This is an optimization exercise on Yosys and OpenROAD, whose aim is small area, not a production implementation. Power and IR drop assume default switching activity.

before:
==> flow/design.v <==
module cpsd_top
  #(parameter DATA_WIDTH = 16)
  (
    input rstn,
    input en,
    input clk,
    input start,
    input [DATA_WIDTH - 1 : 0] xin,
    input [DATA_WIDTH - 1 : 0] max,
    input qrs,
    output normal,
    output AF,
    output VF,
    output [DATA_WIDTH - 1 : 0] cpsd
  );
  localparam DL = 36;    
  localparam KW = 10;    
  localparam NC = 49;    
  integer i;
  function [15:0] add16;
    input [15:0] a;
    input [15:0] b;
    input ci;
    integer n;
    reg cy;
    begin
      cy = ci;
      for (n = 0; n < 16; n = n + 1)
      begin
        add16[n] = a[n] ^ b[n] ^ cy;
        cy = (a[n] & b[n]) | (a[n] & cy) | (b[n] & cy);
      end
    end
  endfunction
  function [15:0] inc16;
    input [15:0] a;
    integer n;
    reg cy;
    begin
      cy = 1'b1;
      for (n = 0; n < 16; n = n + 1)
      begin
        inc16[n] = a[n] ^ cy;
        cy = a[n] & cy;
      end
    end
  endfunction
  reg [15:0] dl [0 : DL - 6];
  reg [18:0] zl [0 : 4];
  always @(posedge clk)
  begin
    if (en)
    begin
      dl[0] <= xin;
      for (i = 1; i < DL - 5; i = i + 1)
        dl[i] <= dl[i - 1];
      zl[0] <= zv(dl[DL - 6]);
      for (i = 1; i < 5; i = i + 1)
        zl[i] <= zl[i - 1];
    end
  end
  reg [5:0] vcnt;
  always @(posedge clk or negedge rstn)
  begin
    if (!rstn)
      vcnt <= 0;
    else if (en && vcnt != DL)
      vcnt <= inc16({10'd0, vcnt});
  end
  wire vy_valid = vcnt[5] | (&vcnt[4:0]);    
  wire vx_valid = (vcnt == DL);
  function [18:0] add19;    
    input [18:0] a;
    input [18:0] b;
    input ci;
    integer n;
    reg cy;
    begin
      cy = ci;
      for (n = 0; n < 19; n = n + 1)
      begin
        add19[n] = a[n] ^ b[n] ^ cy;
        cy = (a[n] & b[n]) | (a[n] & cy) | (b[n] & cy);
      end
    end
  endfunction
  function gt18;            
    input [17:0] a;
    input [17:0] b;
    integer n;
    reg cy;
    begin
      cy = 1'b0;
      for (n = 0; n < 18; n = n + 1)
        cy = (a[n] & ~b[n]) | (a[n] & cy) | (~b[n] & cy);
      gt18 = cy;
    end
  endfunction
  wire [14:0] m = max[14:0];
  wire [18:0] t1 = {4'b0, m};                                   
  wire [18:0] t3 = add19({3'b0, m, 1'b1}, {4'b0, m}, 1'b1);     
  wire [18:0] t5 = add19({2'b0, m, 2'b11}, {4'b0, m}, 1'b1);    
  wire [2:0] qm = (m == 0) ? 3'd0 : (m == 1) ? 3'd3 : (m < 4) ? 3'd4 :
                  (m < 12) ? 3'd5 : 3'd6;                       
  function [18:0] zv;
    input [15:0] x;
    reg [18:0] x19, z;
    begin
      x19 = {{3{x[15]}}, x};
      z = add19({x19[16:0], 2'b00}, add19({x19[17:0], 1'b0}, 19'h7fff9, 1'b0), 1'b0);
      zv = {z[18], z[17:0] ^ {18{z[18]}}};
    end
  endfunction
  function [2:0] quant;
    input [18:0] sv;
    input [18:0] t1, t3, t5;
    input [2:0] qm;
    reg [1:0] n;
    reg [2:0] qc;
    begin
      n[1] = gt18(sv[17:0], t3[17:0]);
      n[0] = gt18(sv[17:0], n[1] ? t5[17:0] : t1[17:0]);
      qc = sv[18] ? 3'd3 - n : 3'd3 + n;
      quant = (qc < qm) ? qc : qm;
    end
  endfunction
  wire [2:0] q0 = quant({1'b1, 18'd6}, t1, t3, t5, qm);    
  wire [2:0] qy_n = vy_valid ? quant(zv(dl[DL - 6]), t1, t3, t5, qm) : q0;
  wire [2:0] qx_n = vx_valid ? quant(zl[4], t1, t3, t5, qm) : q0;
  reg [2:0] qa;    
  reg [2:0] qb;    
  always @(posedge clk or negedge rstn)
  begin
    if (!rstn)
    begin
      qa <= 0;
      qb <= 0;
    end
    else if (en)
    begin
      qa <= qy_n;
      qb <= qx_n;
    end
  end
  reg [10:0] c;
  wire test = (c == 11'd1602);
  always @(posedge clk or negedge rstn)
  begin
    if (!rstn)
      c <= 0;
    else if (en)
    begin
      if (c == 0)
      begin
        if (start)
          c <= 1;
      end
      else if (!test)
        c <= inc16({5'd0, c});
    end
  end
  reg cv1_flag;
  always @(posedge clk or negedge rstn)
  begin
    if (!rstn)
      cv1_flag <= 1'b1;
    else if (en && test && qrs)
      cv1_flag <= 1'b0;
  end
  reg kpend;       
  reg rvalid;      
  reg [7:0] klo [0 : NC - 1];
  reg [5:0] ksa [0 : 2];
  reg [1:0] ksh [0 : 2];
  reg [7:0] rlo [0 : NC - 1];
  reg [5:0] rsa [0 : 2];
  reg [1:0] rsh [0 : 2];
  wire [5:0] qab = {qa, qb};
  reg [NC - 1 : 0] sel;
  reg [7:0] kloA;
  reg [7:0] rloA;
  always @(*)
  begin
    kloA = 8'd0;
    rloA = 8'd0;
    for (i = 0; i < NC; i = i + 1)
    begin
      sel[i] = (qa == i / 7) && (qb == i % 7);
      kloA = kloA | (klo[i] & {8{sel[i]}});
      rloA = rloA | (rlo[i] & {8{sel[i]}});
    end
  end
  wire [2:0] kmatch;
  wire [2:0] rmatch;
  genvar g;
  generate
    for (g = 0; g < 3; g = g + 1)
    begin : slot_match
      assign kmatch[g] = (ksh[g] != 0) && (ksa[g] == qab);
      assign rmatch[g] = (rsh[g] != 0) && (rsa[g] == qab);
    end
  endgenerate
  wire [1:0] khA = (kmatch[0] ? ksh[0] : 2'd0) | (kmatch[1] ? ksh[1] : 2'd0) |
                   (kmatch[2] ? ksh[2] : 2'd0);
  wire [1:0] rhA = (rmatch[0] ? rsh[0] : 2'd0) | (rmatch[1] ? rsh[1] : 2'd0) |
                   (rmatch[2] ? rsh[2] : 2'd0);
  wire [KW - 1 : 0] kA = kpend ? {KW{1'b0}} : {khA, kloA};
  wire [KW - 1 : 0] rA = rvalid ? {rhA, rloA} : {KW{1'b0}};
  wire [KW - 1 : 0] kN = inc16({6'd0, kA});
  wire [KW : 0] e = add16({5'd0, rA}, ~{5'd0, kA}, 1'b1);
  wire k0 = (kA == 0);
  wire thr_fall = !k0 && (e == 3);
  wire thr_rise = (k0 && rA[KW - 1 : 2] != 0) || (e == {(KW + 1){1'b1}} - 1'b1);
  wire nz_inc = (k0 && rA != 1) || (e == 0);
  wire nz_dec = !k0 && (e == 1);
  reg [5:0] thr;
  wire copy = !test && qrs && (thr == 0);
  always @(posedge clk or negedge rstn)
  begin
    if (!rstn)
      thr <= 0;
    else if (en && !test)
    begin
      if (qrs)
        thr <= 0;
      else if (thr_fall)
        thr <= inc16({10'd0, thr});
      else if (thr_rise && thr != 0)
        thr <= add16({10'd0, thr}, 16'hffff, 1'b0);
    end
  end
  always @(posedge clk or negedge rstn)
  begin
    if (!rstn)
    begin
      kpend <= 1'b1;
      rvalid <= 1'b0;
    end
    else if (en)
    begin
      kpend <= 1'b0;
      if (copy)
        rvalid <= !kpend;
    end
  end
  wire kclr = qrs || kpend;
  wire [7:0] wbus = kclr ? 8'd0 : kN[7:0];
  wire wrap = !kclr && (kloA == 8'hff);
  wire [2:0] kfree = {ksh[2] == 0, ksh[1] == 0, ksh[0] == 0};
  wire [2:0] kalloc = (kmatch != 0) ? 3'b000 :
                      kfree[0] ? 3'b001 : kfree[1] ? 3'b010 : kfree[2] ? 3'b100 : 3'b000;
  always @(posedge clk)
  begin
    if (en)
    begin
      for (i = 0; i < NC; i = i + 1)
      begin
        if (kclr || sel[i])
          klo[i] <= (i == 0) ? (wbus | {7'd0, kpend && !qrs}) : wbus;
        if (copy)
          rlo[i] <= klo[i];
      end
      for (i = 0; i < 3; i = i + 1)
      begin
        if (kclr)
          ksh[i] <= 2'd0;
        else if (wrap && kmatch[i])
          ksh[i] <= ksh[i] + 1'b1;
        else if (wrap && kalloc[i])
        begin
          ksh[i] <= 2'd1;
          ksa[i] <= qab;
        end
        if (copy)
        begin
          rsh[i] <= ksh[i];
          rsa[i] <= ksa[i];
        end
      end
    end
  end
  reg [6:0] nz;
  reg [5:0] nq;
  reg [5:0] cv1m1;       
  reg cv1neg;
  reg [5:0] cvq;         
  reg [5:0] cpsd_r;
  wire nz0 = (nz == 0);
  wire nwrap = !cv1_flag && !cv1neg && (nz[5:0] == cv1m1);
  wire nborrow = !cv1_flag && nz0;
  always @(posedge clk or negedge rstn)
  begin
    if (!rstn)
    begin
      nz <= 0;
      nq <= 0;
    end
    else if (en && test)
    begin
      if (qrs)
      begin
        nz <= 0;
        nq <= 0;
      end
      else if (nz_inc)
      begin
        nz <= nwrap ? 7'd0 : inc16({9'd0, nz});
        if (nwrap)
          nq <= inc16({10'd0, nq});
      end
      else if (nz_dec)
      begin
        nz <= nborrow ? {1'b0, cv1m1} : add16({9'd0, nz}, 16'hffff, 1'b0);
        if (nborrow)
          nq <= add16({10'd0, nq}, 16'hffff, 1'b0);
      end
    end
  end
  always @(posedge clk or negedge rstn)
  begin
    if (!rstn)
    begin
      cv1m1 <= 6'd0;
      cv1neg <= 1'b0;
      cvq <= 6'd0;
    end
    else if (en && test && qrs)
    begin
      if (cv1_flag)
      begin
        cv1neg <= nz[6];
        cv1m1 <= nz0 ? 6'd0 : add16({10'd0, nz[5:0]}, 16'hffff, 1'b0);
      end
      else
        cvq <= nq;
    end
  end
  always @(posedge clk or negedge rstn)
  begin
    if (!rstn)
      cpsd_r <= 0;
    else if (en && !cv1_flag && qrs)
      cpsd_r <= cvq;
  end
  assign cpsd = {10'd0, cpsd_r};
  wire act = rstn && en;
  wire le5 = (cpsd_r[5:3] == 0) && !(cpsd_r[2] && cpsd_r[1]);
  wire gt10 = (cpsd_r[5:4] != 0) || (cpsd_r[3] && (cpsd_r[2] || (cpsd_r[1] && cpsd_r[0])));
  assign normal = act && le5;
  assign AF = act && !le5 && !gt10;
  assign VF = act && gt10;
endmodule
clock: 120.0 ns
lec_check: 0
abc_area: 1
cap_margin: 20
core_margin: 2
core_utilization: 55
cts_buf_list: sky130_fd_sc_hd__clkbuf_8
cts_cluster_diameter: 60
cts_cluster_size: 16
place_density: 0.65
slew_margin: 20
run.sh (not shown) runs the stock make flow with config.mk's settings and CLKGATE_MAP_FILE= SYNTH_SCRIPT=/design/flow/synth_recipe.tcl, a recipe that flattens the netlist after the stock synthesis.
before finished all stages; the layout is clean.
The inputs of after differ from those of before as listed below.
- swapping 60 for 80 in CTS_CLUSTER_DIAMETER
- swapping sky130_fd_sc_hd__clkbuf_8 for sky130_fd_sc_hd__clkbuf_16 in CTS_BUF_LIST
- swapping 16 for 26 in CTS_CLUSTER_SIZE
As far as cell depth of the worst min-delay path goes, before and after are indistinguishable; the numbers are identical. after gives more cell-internal power than before did. The layout overhead on the synthesized area in after was higher than what before gave.
Function was not checked in any run of this note: the RTL went through the layout flow alone.

-- afterwards: timing with drivers on the ports --
How much do the figures lean on ideal ports? The routed layouts below were timed once more, with nothing changed but the port constraints.
Step 1 assumes that a clkbuf_16 drives the clock port and a buf_2 every other input.
Step 2, shift: input delay + t, output delay - t, t = (earliest + latest rising clock arrival at the registers) / 2. This alone moves slack from input paths to output paths.
Three values: no drivers, after step 1, after step 2; two values: the first two.
run | t, ns | setup slack, ns | worst register clock-pin slew, ns
before | 0.855 | 70.178 / 70.153 / 70.153 | 0.11 / 0.11
after | 0.735 | 70.171 / 70.147 / 70.147 | 0.11 / 0.11
After both steps every run listed still meets setup and hold. The setup slack of before, which loses most, moves by -0.025 ns with the drivers and by -0.025 ns with both steps.
